What follows belongs to an exercise in optimizing a design on an open flow for small area; a production flow would make more cautious choices.
In this exercise RTL edits were held to simulation tests only and were not proved equivalent to the original.

JK:
// eptAV
module eptAV (
	input  wire        ept_clock,
	input  wire        ept_reset,
	input  wire [7:0]  ept_address,
	input  wire [31:0] ept_writedata,
	output wire [31:0] ept_readdata,
	input  wire        ept_chipselect,
	input  wire        ept_write,
	input  wire        ept_irc,
	output wire        ept_status,
	output wire [6:0]  ept_ramaddress_exp,
	output wire [31:0] ept_ramwritedata_exp,
	input  wire [31:0] ept_ramreaddata_exp,
	output wire        ept_ramwrite_exp
);
Size: ~12000 um^2 of cells after synthesis.
==> flow/config.mk <==
export PLATFORM = sky130hd
export DESIGN_NAME = eptAV
export DESIGN_NICKNAME = eptAV
export VERILOG_FILES = /design/flow/design.v
export SDC_FILE = /design/flow/constraint.sdc
export NUM_CORES = 4
export LEC_CHECK = 0
export CAP_MARGIN = 10
export CORE_MARGIN = 2
export CORE_UTILIZATION = 40
export SLEW_MARGIN = 10
==> flow/constraint.sdc <==
create_clock -name core_clock -period 8.0 [get_ports {ept_clock}]
set_input_delay 1.6000 -clock core_clock [delete_from_list [all_inputs] [get_ports {ept_clock}]]
set_output_delay 1.6000 -clock core_clock [all_outputs]
set_load 0.01 [all_outputs]
standard.sh (not shown) runs the stock make flow with config.mk's settings and CLKGATE_MAP_FILE= SYNTH_SCRIPT=/design/flow/synth_recipe.tcl, a recipe that flattens the netlist after the stock synthesis.
==> flow/flow/run.sh <==
#!/bin/bash
# Layout flow:
#  1. the standard synthesis (standard.sh synth), unchanged;
#  2. the combinational cells of that netlist re-mapped by Yosys/ABC for area (flow/remap.abc,
#     area-only mapping; the timing repair of the standard flow then restores timing);
#     the flip-flops (and tie cells) are kept as they are, with their names and cell types;
#  3. the rest of the standard flow (standard.sh finish) on that netlist, with port buffers
#     of the smallest buffer cell (buf_1) and clock tree synthesis without dummy loads, with
#     clkbuf_8 leaf buffers under a clkbuf_16 root.
# Logs: run.log (this script), standard_synth.log, remap_yosys.log, standard.log, and ORFS's
# per-step logs under orfs/logs.
exec > run.log 2>&1
set -x
export BUFFER_PORTS_ARGS="-buffer_cell sky130_fd_sc_hd__buf_1"
export CTS_ARGS="-sink_clustering_enable -repair_clock_nets -dont_use_dummy_load -buf_list sky130_fd_sc_hd__clkbuf_8 -root_buf sky130_fd_sc_hd__clkbuf_16 -sink_clustering_size 16 -sink_clustering_max_diameter 60"
bash standard.sh synth > standard_synth.log 2>&1 || exit 1
R=orfs/results/$FLOW_PLATFORM/eptAV/base
LIB=$FLOW_HOME/platforms/sky130hd/lib/sky130_fd_sc_hd__tt_025C_1v80.lib
cp $R/1_2_yosys.v std_1_2_yosys.v
KEEP=$(grep -o "sky130_fd_sc_hd__[a-z0-9_]*" std_1_2_yosys.v | sort -u | grep -E "__(df|edf|sdf|sedf|dl|conb)" | tr '\n' ' ')
DU=$(grep -o "\-dont_use [a-z0-9_*]*" orfs/logs/$FLOW_PLATFORM/eptAV/base/1_2_yosys.log | sort -u | tr '\n' ' ')
cat > remap.ys <<EOY
read_liberty -ignore_miss_func $LIB
read_verilog std_1_2_yosys.v
hierarchy -top $FLOW_TOP
blackbox $KEEP
flatten
opt_clean
abc -liberty $LIB $DU -script flow/remap.abc
opt_clean
setundef -zero
hilomap -singleton -hicell sky130_fd_sc_hd__conb_1 HI -locell sky130_fd_sc_hd__conb_1 LO
splitnets
opt_clean -purge
insbuf -buf sky130_fd_sc_hd__buf_4 A X
stat -liberty $LIB
write_verilog -noattr -nohex -nodec remapped.v
EOY
yosys -l remap_yosys.log -s remap.ys > /dev/null 2>&1 || exit 1
cp remapped.v $R/1_2_yosys.v
rm -f $R/1_synth.odb $R/1_synth.sdc
bash standard.sh finish > standard.log 2>&1
echo "standard.sh exit $?"
==> flow/flow/remap.abc <==
strash
&get -n
&fraig -x
&put
scorr
dc2
strash
dch -f
amap -m -Q 0.3
topo
The final layout from JK, which completed every stage, passed the timing, design-rule and antenna checks at the end of the flow.
The inputs of MS differ from those of JK as listed below.
# JK
export LEC_CHECK = 0
export CAP_MARGIN = 10
export CORE_MARGIN = 2
export CORE_UTILIZATION = 40
export SLEW_MARGIN = 10
create_clock -name core_clock -period 8.0 [get_ports {ept_clock}]
# MS
export LEC_CHECK = 0
export CAP_MARGIN = 20
export CORE_MARGIN = 2
export CORE_UTILIZATION = 40
export SLEW_MARGIN = 20
create_clock -name core_clock -period 8.0 [get_ports {ept_clock}]
-- flow/flow/run.sh --
<<< JK, line 3
#  1. the standard synthesis (standard.sh synth), unchanged;
#  2. the combinational cells of that netlist re-mapped by Yosys/ABC for area (flow/remap.abc,
#     area-only mapping; the timing repair of the standard flow then restores timing);
#     the flip-flops (and tie cells) are kept as they are, with their names and cell types;
#  3. the rest of the standard flow (standard.sh finish) on that netlist, with port buffers
#     of the smallest buffer cell (buf_1) and clock tree synthesis without dummy loads, with
#     clkbuf_8 leaf buffers under a clkbuf_16 root.
# Logs: run.log (this script), standard_synth.log, remap_yosys.log, standard.log, and ORFS's
>>> MS, line 3
#  1. the standard synthesis (standard.sh synth), unchanged;
#  2. the combinational cells of that netlist re-mapped by Yosys/ABC for area (flow/remap.abc);
#     the flip-flops (and tie cells) are kept as they are, with their names and cell types;
#  3. the rest of the standard flow (standard.sh finish) on that netlist, with port buffers
#     of the smallest buffer cell (buf_1) and clock tree synthesis without dummy loads.
# Logs: run.log (this script), standard_synth.log, remap_yosys.log, standard.log, and ORFS's
==> flow/flow/remap.abc <==
strash
&get -n
&fraig -x
&put
scorr
dc2
strash
&get -n
&dch -f
&nf -a
&put
topo
stime -c
buffer -c
upsize -c
dnsize -c
--- outcome ---
- MS: shortest clock period the worst path allows after layout lower than JK
- Looking at routed via count divided by cell count across JK and MS, the one that comes out lower is MS.
- Of the two values seen for leading cell type in the layout, fill and taps excluded, sky130_fd_sc_hd__nand2_1 was produced by MS and sky130_fd_sc_hd__nor2_1 by JK.
- Looking at cell area after layout across JK and MS, the one that comes out higher is MS.
[inputs] AL vs MS
# MS
export LEC_CHECK = 0
export CAP_MARGIN = 20
export CORE_MARGIN = 2
export CORE_UTILIZATION = 40
export SLEW_MARGIN = 20
create_clock -name core_clock -period 8.0 [get_ports {ept_clock}]
# AL
export LEC_CHECK = 0
export ABC_AREA = 1
export CAP_MARGIN = 10
export CORE_MARGIN = 2
export CORE_UTILIZATION = 40
export SLEW_MARGIN = 10
create_clock -name core_clock -period 8.0 [get_ports {ept_clock}]
-- flow/flow/run.sh --
<<< MS, line 3
#  1. the standard synthesis (standard.sh synth), unchanged;
#  2. the combinational cells of that netlist re-mapped by Yosys/ABC for area (flow/remap.abc);
#     the flip-flops (and tie cells) are kept as they are, with their names and cell types;
#  3. the rest of the standard flow (standard.sh finish) on that netlist, with port buffers
#     of the smallest buffer cell (buf_1) and clock tree synthesis without dummy loads.
# Logs: run.log (this script), standard_synth.log, remap_yosys.log, standard.log, and ORFS's
>>> AL, line 3
#  1. the standard synthesis (standard.sh synth), unchanged;
#  2. the combinational cells of that netlist re-mapped by Yosys/ABC for area (flow/remap.abc,
#     area-only mapping; the timing repair of the standard flow then restores timing);
#     the flip-flops (and tie cells) are kept as they are, with their names and cell types;
#  3. the rest of the standard flow (standard.sh finish) on that netlist, with port buffers
#     of the smallest buffer cell (buf_1) and clock tree synthesis without dummy loads, with
#     clkbuf_8 leaf buffers under a clkbuf_16 root.
# Logs: run.log (this script), standard_synth.log, remap_yosys.log, standard.log, and ORFS's
==> flow/flow/remap.abc <==
strash
&get -n
&fraig -x
&put
scorr
dc2
strash
dch -f
amap -F 3 -A 10
topo
Notes after the runs:
- Global-route usage over all layers, AL and MS: smaller value in MS
- Growth of design area from synthesis to finish is lower on MS
- Global-route wire length before repair is lower on AL
- AL had finished all stages when the layout checks came back failing, citing setup timing.
- In terms of starting density of the core, MS and AL differ only marginally.
- ~same final worst clock skew in AL and MS
- AL vs MS, post-CTS resize count went up by 24.
- AL has met2 usage in global routing above what MS had.
- AL vs MS, sum of negative setup slack went down by 0.78 ns.
- The final reports for AL and MS show area of all placed cells without fillers lower in the former.
- MS → AL: arrival time at the worst endpoint now sits higher.
Input changes introduced in TR (baseline for comparison: AL):
# AL
export LEC_CHECK = 0
export ABC_AREA = 1
export CAP_MARGIN = 10
export CORE_MARGIN = 2
export CORE_UTILIZATION = 40
export SLEW_MARGIN = 10
create_clock -name core_clock -period 8.0 [get_ports {ept_clock}]
# TR
export LEC_CHECK = 0
export CAP_MARGIN = 10
export CORE_MARGIN = 2
export CORE_UTILIZATION = 40
export SLEW_MARGIN = 10
create_clock -name core_clock -period 8.0 [get_ports {ept_clock}]
-- flow/flow/run.sh --
<<< AL, line 3
#  1. the standard synthesis (standard.sh synth), unchanged;
#  2. the combinational cells of that netlist re-mapped by Yosys/ABC for area (flow/remap.abc,
#     area-only mapping; the timing repair of the standard flow then restores timing);
#     the flip-flops (and tie cells) are kept as they are, with their names and cell types;
>>> TR, line 3
#  1. the standard synthesis (standard.sh synth), unchanged;
#  2. the combinational cells of that netlist re-mapped by Yosys/ABC for area (flow/remap.abc);
#     the flip-flops (and tie cells) are kept as they are, with their names and cell types;
-- flow/flow/remap.abc --
<<< AL, line 8
dch -f
amap -F 3 -A 10
topo
>>> TR, line 8
dch -f
amap
topo
## What came out
TR closes out successfully: all stages finished, all timing, DRC and antenna checks passed.
TR ends up with a utilization that is 1.9 points lower than in AL.
Compare TR and AL | final critical delay including setup and external delays higher: AL

========
v27:
eptAV again, from the RTL that the note above started with.
Settings: LEC_CHECK=0, CAP_MARGIN=20, CORE_MARGIN=2, CORE_UTILIZATION=40, SLEW_MARGIN=20; clock period 8.0 ns.
==> flow/flow/run.sh <==
#!/bin/bash
# Layout flow: the standard flow (standard.sh) with port buffers of the smallest buffer
# cell (buf_1) and clock tree synthesis without dummy loads, with smaller clock buffers.
# standard.sh's output goes to standard.log, ORFS's per-step logs stay in orfs/logs.
exec > run.log 2>&1
set -x
export BUFFER_PORTS_ARGS="-buffer_cell sky130_fd_sc_hd__buf_1"
export CTS_ARGS="-sink_clustering_enable -repair_clock_nets -dont_use_dummy_load -buf_list sky130_fd_sc_hd__clkbuf_8 -root_buf sky130_fd_sc_hd__clkbuf_16 -sink_clustering_size 16 -sink_clustering_max_diameter 60"
bash standard.sh > standard.log 2>&1
echo "standard.sh exit $?"
v27 completed end to end with timing, DRC and antenna clean.
Edits applied to the flow inputs when going from v27 to v34:
- SLEW_MARGIN: 20 -> 10
- CAP_MARGIN: 20 -> 10
==> flow/flow/run.sh <==
#!/bin/bash
# Layout flow:
#  1. the standard synthesis (standard.sh synth), unchanged;
#  2. the combinational cells of that netlist re-mapped by Yosys/ABC for area (flow/remap.abc,
#     area-only mapping; the timing repair of the standard flow then restores timing);
#     the flip-flops (and tie cells) are kept as they are, with their names and cell types;
#  3. the rest of the standard flow (standard.sh finish) on that netlist, with port buffers
#     of the smallest buffer cell (buf_1) and clock tree synthesis without dummy loads, with
#     clkbuf_8 leaf buffers under a clkbuf_16 root.
# Logs: run.log (this script), standard_synth.log, remap_yosys.log, standard.log, and ORFS's
# per-step logs under orfs/logs.
exec > run.log 2>&1
set -x
export BUFFER_PORTS_ARGS="-buffer_cell sky130_fd_sc_hd__buf_1"
export CTS_ARGS="-sink_clustering_enable -repair_clock_nets -dont_use_dummy_load -buf_list sky130_fd_sc_hd__clkbuf_8 -root_buf sky130_fd_sc_hd__clkbuf_16 -sink_clustering_size 16 -sink_clustering_max_diameter 60"
bash standard.sh synth > standard_synth.log 2>&1 || exit 1
R=orfs/results/$FLOW_PLATFORM/eptAV/base
LIB=$FLOW_HOME/platforms/sky130hd/lib/sky130_fd_sc_hd__tt_025C_1v80.lib
cp $R/1_2_yosys.v std_1_2_yosys.v
KEEP=$(grep -o "sky130_fd_sc_hd__[a-z0-9_]*" std_1_2_yosys.v | sort -u | grep -E "__(df|edf|sdf|sedf|dl|conb)" | tr '\n' ' ')
DU=$(grep -o "\-dont_use [a-z0-9_*]*" orfs/logs/$FLOW_PLATFORM/eptAV/base/1_2_yosys.log | sort -u | tr '\n' ' ')
cat > remap.ys <<EOY
read_liberty -ignore_miss_func $LIB
read_verilog std_1_2_yosys.v
hierarchy -top $FLOW_TOP
blackbox $KEEP
flatten
opt_clean
abc -liberty $LIB $DU -script flow/remap.abc
opt_clean
setundef -zero
hilomap -singleton -hicell sky130_fd_sc_hd__conb_1 HI -locell sky130_fd_sc_hd__conb_1 LO
splitnets
opt_clean -purge
insbuf -buf sky130_fd_sc_hd__buf_4 A X
stat -liberty $LIB
write_verilog -noattr -nohex -nodec remapped.v
EOY
yosys -l remap_yosys.log -s remap.ys > /dev/null 2>&1 || exit 1
cp remapped.v $R/1_2_yosys.v
rm -f $R/1_synth.odb $R/1_synth.sdc
bash standard.sh finish > standard.log 2>&1
echo "standard.sh exit $?"
==> flow/flow/remap.abc (new file) <==
strash
&get -n
&fraig -x
&put
scorr
dc2
strash
dch -f
amap -F 3 -A 10
topo
--- outcome ---
- Largest net degree at the start of global routing for v34 is lower than for v27.
- Going from v27 to v34, area growth from synthesis to layout now larger, share of the clock period used by the worst path saw an increase, initial DRC count increased by 49% relative to the old numbers.
- Relative to v27, global-route wire length before repair increased by about 5% in v34.
- Going from v27 to v34, the area occupied by multi-input gates was found to have gone down by 20%.
[inputs] v39 vs v34
--- a/flow/flow/run.sh
+++ b/flow/flow/run.sh
@@ -13,5 +13,5 @@
 set -x
 export BUFFER_PORTS_ARGS="-buffer_cell sky130_fd_sc_hd__buf_1"
-export CTS_ARGS="-sink_clustering_enable -repair_clock_nets -dont_use_dummy_load -buf_list sky130_fd_sc_hd__clkbuf_8 -root_buf sky130_fd_sc_hd__clkbuf_16 -sink_clustering_size 16 -sink_clustering_max_diameter 60"
+export CTS_ARGS="-sink_clustering_enable -repair_clock_nets -dont_use_dummy_load -buf_list sky130_fd_sc_hd__clkbuf_8 -root_buf sky130_fd_sc_hd__clkbuf_16 -sink_clustering_size 12 -sink_clustering_max_diameter 50"
 bash standard.sh synth > standard_synth.log 2>&1 || exit 1
 R=orfs/results/$FLOW_PLATFORM/eptAV/base
==> flow/flow/remap.abc <==
strash
&get -n
&fraig -x
&put
scorr
dc2
strash
dch -f
amap
topo
## What came out
There was hardly any difference in synthesis-to-layout area growth between v39 and v34.
Maximum clock frequency delta (v39 − v34): favourable
The final reports for v39 and v34 show global routing met2 resource utilization lower in the former.
There was hardly any difference in die outline height between v34 and v39.
v39 against v34; routed wire length is down slightly.
v39 vs v34 — cell count rose 11.
v39 vs. v34: total core area roughly the same, data arrival time of the critical path lower.

========
## build 4
Starting RTL as in the previous note.
Design eptAV, start of the top module:
module eptAV (
	input  wire        ept_clock,
	input  wire        ept_reset,
	input  wire [7:0]  ept_address,
	input  wire [31:0] ept_writedata,
	output wire [31:0] ept_readdata,
	input  wire        ept_chipselect,
	input  wire        ept_write,
	input  wire        ept_irc,
	output wire        ept_status,
	output wire [6:0]  ept_ramaddress_exp,
	output wire [31:0] ept_ramwritedata_exp,
	input  wire [31:0] ept_ramreaddata_exp,
	output wire        ept_ramwrite_exp
);
	localparam [2:0] S_IDLE = 3'd0, S_WATCH = 3'd1, S_EXC = 3'd2, S_SUM = 3'd3,
	                 S_DONE = 3'd4, S_STR = 3'd5, S_SUMX = 3'd6, S_STRX = 3'd7;
	wire write = ept_chipselect & ept_write;
	wire hi    = ept_address[7];
	wire [3:0] lo = ept_address[3:0];
	wire regsel = hi & (ept_address[6:4] == 3'b000);
	wire wr_clo   = write & regsel & (lo == 4'h0);
	wire wr_chi   = write & regsel & (lo == 4'h1);
	wire wr_start = write & regsel & (lo == 4'h3);
	wire wr_stop  = write & regsel & (lo == 4'h4);
	wire wr_task  = write & regsel & (lo == 4'h5);
	wire wr_ofs   = write & regsel & (lo == 4'h6);
	wire wr_isr   = write & regsel & (lo == 4'h7);
	wire wr_csave = write & regsel & (lo == 4'h8);
	wire wr_crest = write & regsel & (lo == 4'h9);
	wire softReset = write & regsel & (lo == 4'hb) & ept_writedata[0];
	reg        startReg, stopReg, isrHReg, csaveHReg, crestHReg, executedReg;
	reg [7:0]  taskIDReg, offsetReg;
	reg [2:0]  state;
	reg        taskActD, taskSlotOkD;                  
	reg [6:0]  ramAddressReg, taskAddressReg;
	reg        taskStartC, taskStopC, irqStartC, isrStartC, isrStopC,
	           csaveStartC, csaveStopC, crestStartC, crestStopC;
	reg        irqD, isrD, csaveD, crestD;
	reg [31:0] startTs, partTime, elapsed;
	reg [39:0] counter;
  ...
Settings: LEC_CHECK=0, CAP_MARGIN=20, CORE_MARGIN=2, CORE_UTILIZATION=55, SLEW_MARGIN=20; clock period 8.0 ns.
==> flow/flow/run.sh <==
#!/bin/bash
# Layout flow:
#  1. the standard synthesis (standard.sh synth), unchanged;
#  2. the combinational cells of that netlist re-mapped by Yosys/ABC for area (flow/remap.abc);
#     the flip-flops (and tie cells) are kept as they are, with their names and cell types;
#  3. the rest of the standard flow (standard.sh finish) on that netlist, with port buffers
#     of the smallest buffer cell (buf_1) and clock tree synthesis without dummy loads, with
#     clkbuf_8 leaf buffers under a clkbuf_16 root.
# Logs: run.log (this script), standard_synth.log, remap_yosys.log, standard.log, and ORFS's
# per-step logs under orfs/logs.
exec > run.log 2>&1
set -x
export BUFFER_PORTS_ARGS="-buffer_cell sky130_fd_sc_hd__buf_1"
export CTS_ARGS="-sink_clustering_enable -repair_clock_nets -dont_use_dummy_load -buf_list sky130_fd_sc_hd__clkbuf_8 -root_buf sky130_fd_sc_hd__clkbuf_16 -sink_clustering_size 16 -sink_clustering_max_diameter 60"
bash standard.sh synth > standard_synth.log 2>&1 || exit 1
R=orfs/results/$FLOW_PLATFORM/eptAV/base
LIB=$FLOW_HOME/platforms/sky130hd/lib/sky130_fd_sc_hd__tt_025C_1v80.lib
cp $R/1_2_yosys.v std_1_2_yosys.v
KEEP=$(grep -o "sky130_fd_sc_hd__[a-z0-9_]*" std_1_2_yosys.v | sort -u | grep -E "__(df|edf|sdf|sedf|dl|conb)" | tr '\n' ' ')
DU=$(grep -o "\-dont_use [a-z0-9_*]*" orfs/logs/$FLOW_PLATFORM/eptAV/base/1_2_yosys.log | sort -u | tr '\n' ' ')
cat > remap.ys <<EOY
read_liberty -ignore_miss_func $LIB
read_verilog std_1_2_yosys.v
hierarchy -top $FLOW_TOP
blackbox $KEEP
flatten
opt_clean
abc -liberty $LIB $DU -script flow/remap.abc
opt_clean
setundef -zero
hilomap -singleton -hicell sky130_fd_sc_hd__conb_1 HI -locell sky130_fd_sc_hd__conb_1 LO
splitnets
opt_clean -purge
insbuf -buf sky130_fd_sc_hd__buf_4 A X
stat -liberty $LIB
write_verilog -noattr -nohex -nodec remapped.v
EOY
yosys -l remap_yosys.log -s remap.ys > /dev/null 2>&1 || exit 1
cp remapped.v $R/1_2_yosys.v
rm -f $R/1_synth.odb $R/1_synth.sdc
bash standard.sh finish > standard.log 2>&1
echo "standard.sh exit $?"
==> flow/flow/remap.abc <==
strash
&get -n
&fraig -x
&put
scorr
dc2
strash
dch -f
amap
topo
Build 4: full flow OK, the timing, design-rule and antenna checks passed
> inputs changed (build 4 -> build 6)
- changing CAP_MARGIN from 20 to 10
- setting ABC_AREA to 1 for the first time
- changing SLEW_MARGIN from 20 to 10
- changing CORE_UTILIZATION from 55 to 40
--- a/flow/flow/run.sh
+++ b/flow/flow/run.sh
@@ -3,3 +3,4 @@
 #  1. the standard synthesis (standard.sh synth), unchanged;
-#  2. the combinational cells of that netlist re-mapped by Yosys/ABC for area (flow/remap.abc);
+#  2. the combinational cells of that netlist re-mapped by Yosys/ABC for area (flow/remap.abc,
+#     area-only mapping; the timing repair of the standard flow then restores timing);
 #     the flip-flops (and tie cells) are kept as they are, with their names and cell types;
Notes after the runs:
Although build 6 finished all stages, its layout failed final checks on negative setup slack. Via count of the first global-routing pass was lower in the run labelled build 4. As of build 6, count of fill cells added during filler insertion had risen by more than half compared to build 4. Compared to build 4, build 6 has utilization 16 points lower. The clock network area share of build 4 and that of build 6 are within noise of each other. The final non-filler cell total of build 6 is higher than that of build 4. On summed area of non-filler cells in the final layout: build 6 sits above build 4. The share of cells above drive strength 1 of build 6 exceeds that of build 4 by 4.7 points.
### build 6 -> build 16
- ABC_AREA no longer set, was 1
--- a/flow/flow/run.sh
+++ b/flow/flow/run.sh
@@ -41,3 +41,4 @@
 rm -f $R/1_synth.odb $R/1_synth.sdc
-bash standard.sh finish > standard.log 2>&1
+DUL="$(echo "$DU" | sed 's/-dont_use //g') sky130_fd_sc_hd__buf_4 sky130_fd_sc_hd__buf_6 sky130_fd_sc_hd__buf_8 sky130_fd_sc_hd__buf_12 sky130_fd_sc_hd__buf_16"
+bash standard.sh DONT_USE_CELLS="$DUL" finish > standard.log 2>&1
 echo "standard.sh exit $?"
--- a/flow/flow/remap.abc
+++ b/flow/flow/remap.abc
@@ -8,3 +8,3 @@
 dch -f
-amap
+amap -F 3 -A 10
 topo
### Flow results
- Hold slack | build 16 below build 6
- Looking at die area, build 16 sits 0.87% higher than build 6 does.
- Diff build 6..build 16 | wire length of the first global-routing pass | negligible
- Clock-pin slew of the registers on the worst-case setup and hold paths delta (build 6 -> build 16): insignificant
- Build 16: flow completed, timing, DRC and antenna clean
- Build 16 vs build 6 — area growth from synthesis to layout dropped 5.1 points.
- Note that the number of logic stages on the critical path including buffering recorded for build 6 amounts to 2.0 times the value seen in build 16.
Setup changes, build 16 to build 46
- an added GPL_TIMING_DRIVEN of 0
--- a/flow/flow/run.sh
+++ b/flow/flow/run.sh
@@ -3,4 +3,3 @@
 #  1. the standard synthesis (standard.sh synth), unchanged;
-#  2. the combinational cells of that netlist re-mapped by Yosys/ABC for area (flow/remap.abc,
-#     area-only mapping; the timing repair of the standard flow then restores timing);
+#  2. the combinational cells of that netlist re-mapped by Yosys/ABC for area (flow/remap.abc);
 #     the flip-flops (and tie cells) are kept as they are, with their names and cell types;
@@ -41,4 +40,3 @@
 rm -f $R/1_synth.odb $R/1_synth.sdc
-DUL="$(echo "$DU" | sed 's/-dont_use //g') sky130_fd_sc_hd__buf_4 sky130_fd_sc_hd__buf_6 sky130_fd_sc_hd__buf_8 sky130_fd_sc_hd__buf_12 sky130_fd_sc_hd__buf_16"
-bash standard.sh DONT_USE_CELLS="$DUL" finish > standard.log 2>&1
+bash standard.sh finish > standard.log 2>&1
 echo "standard.sh exit $?"
==> flow/flow/remap.abc <==
strash
&get -n
&fraig -x
&put
scorr
dc2
strash
dch -f
amap
topo
Notes after the runs:
- Across build 16 and build 46, the outcome is the same: a clean finish for every run.
- Delta (build 46 minus build 16): total met3 wirelength after detailed routing moved down; via count level; sequential share of cell area moved down; post-detailed-routing wire length moved up.
- Between build 16 and build 46, the global routing usage summed across all routing layers is lower for build 16.

[re-timing with driven ports]
In the flow no input, the clock included, has a driving cell. The finished layouts below were timed again as built, in two steps.
Step 1, drivers: a clkbuf_16 drives ept_clock and a buf_2 each remaining input, both assumed.
Step 2 moves the port delays by t, midway between the first and last clock arrival at a register: inputs arrive t later, outputs are due t later. That takes back most of the time a late clock gives input paths.
Three values: no drivers, after step 1, after step 2; two values: the first two.
run | t, ns | setup slack, ns | latest minus earliest clock arrival (ns)
JK | 0.436 | 0.273 / 0.236 / 0.236 | 0.045 / 0.044
MS | 0.446 | 0.510 / 0.483 / 0.483 | 0.040 / 0.039
AL | 0.438 | -0.380 / -0.437 / -0.437 | 0.037 / 0.037
TR | 0.430 | 0.493 / 0.452 / 0.408 | 0.042 / 0.042
v27 | 0.433 | 0.862 / 0.839 / 0.839 | 0.036 / 0.036
v34 | 0.435 | 0.312 / 0.291 / 0.291 | 0.038 / 0.038
v39 | 0.430 | 0.493 / 0.452 / 0.408 | 0.042 / 0.042
build 4 | 0.431 | 0.256 / 0.230 / 0.230 | 0.045 / 0.045
build 6 | 0.425 | -0.418 / -0.482 / -0.482 | 0.036 / 0.036
build 16 | 0.440 | 0.415 / 0.392 / 0.392 | 0.045 / 0.045
build 46 | 0.429 | 0.284 / 0.253 / 0.253 | 0.040 / 0.040
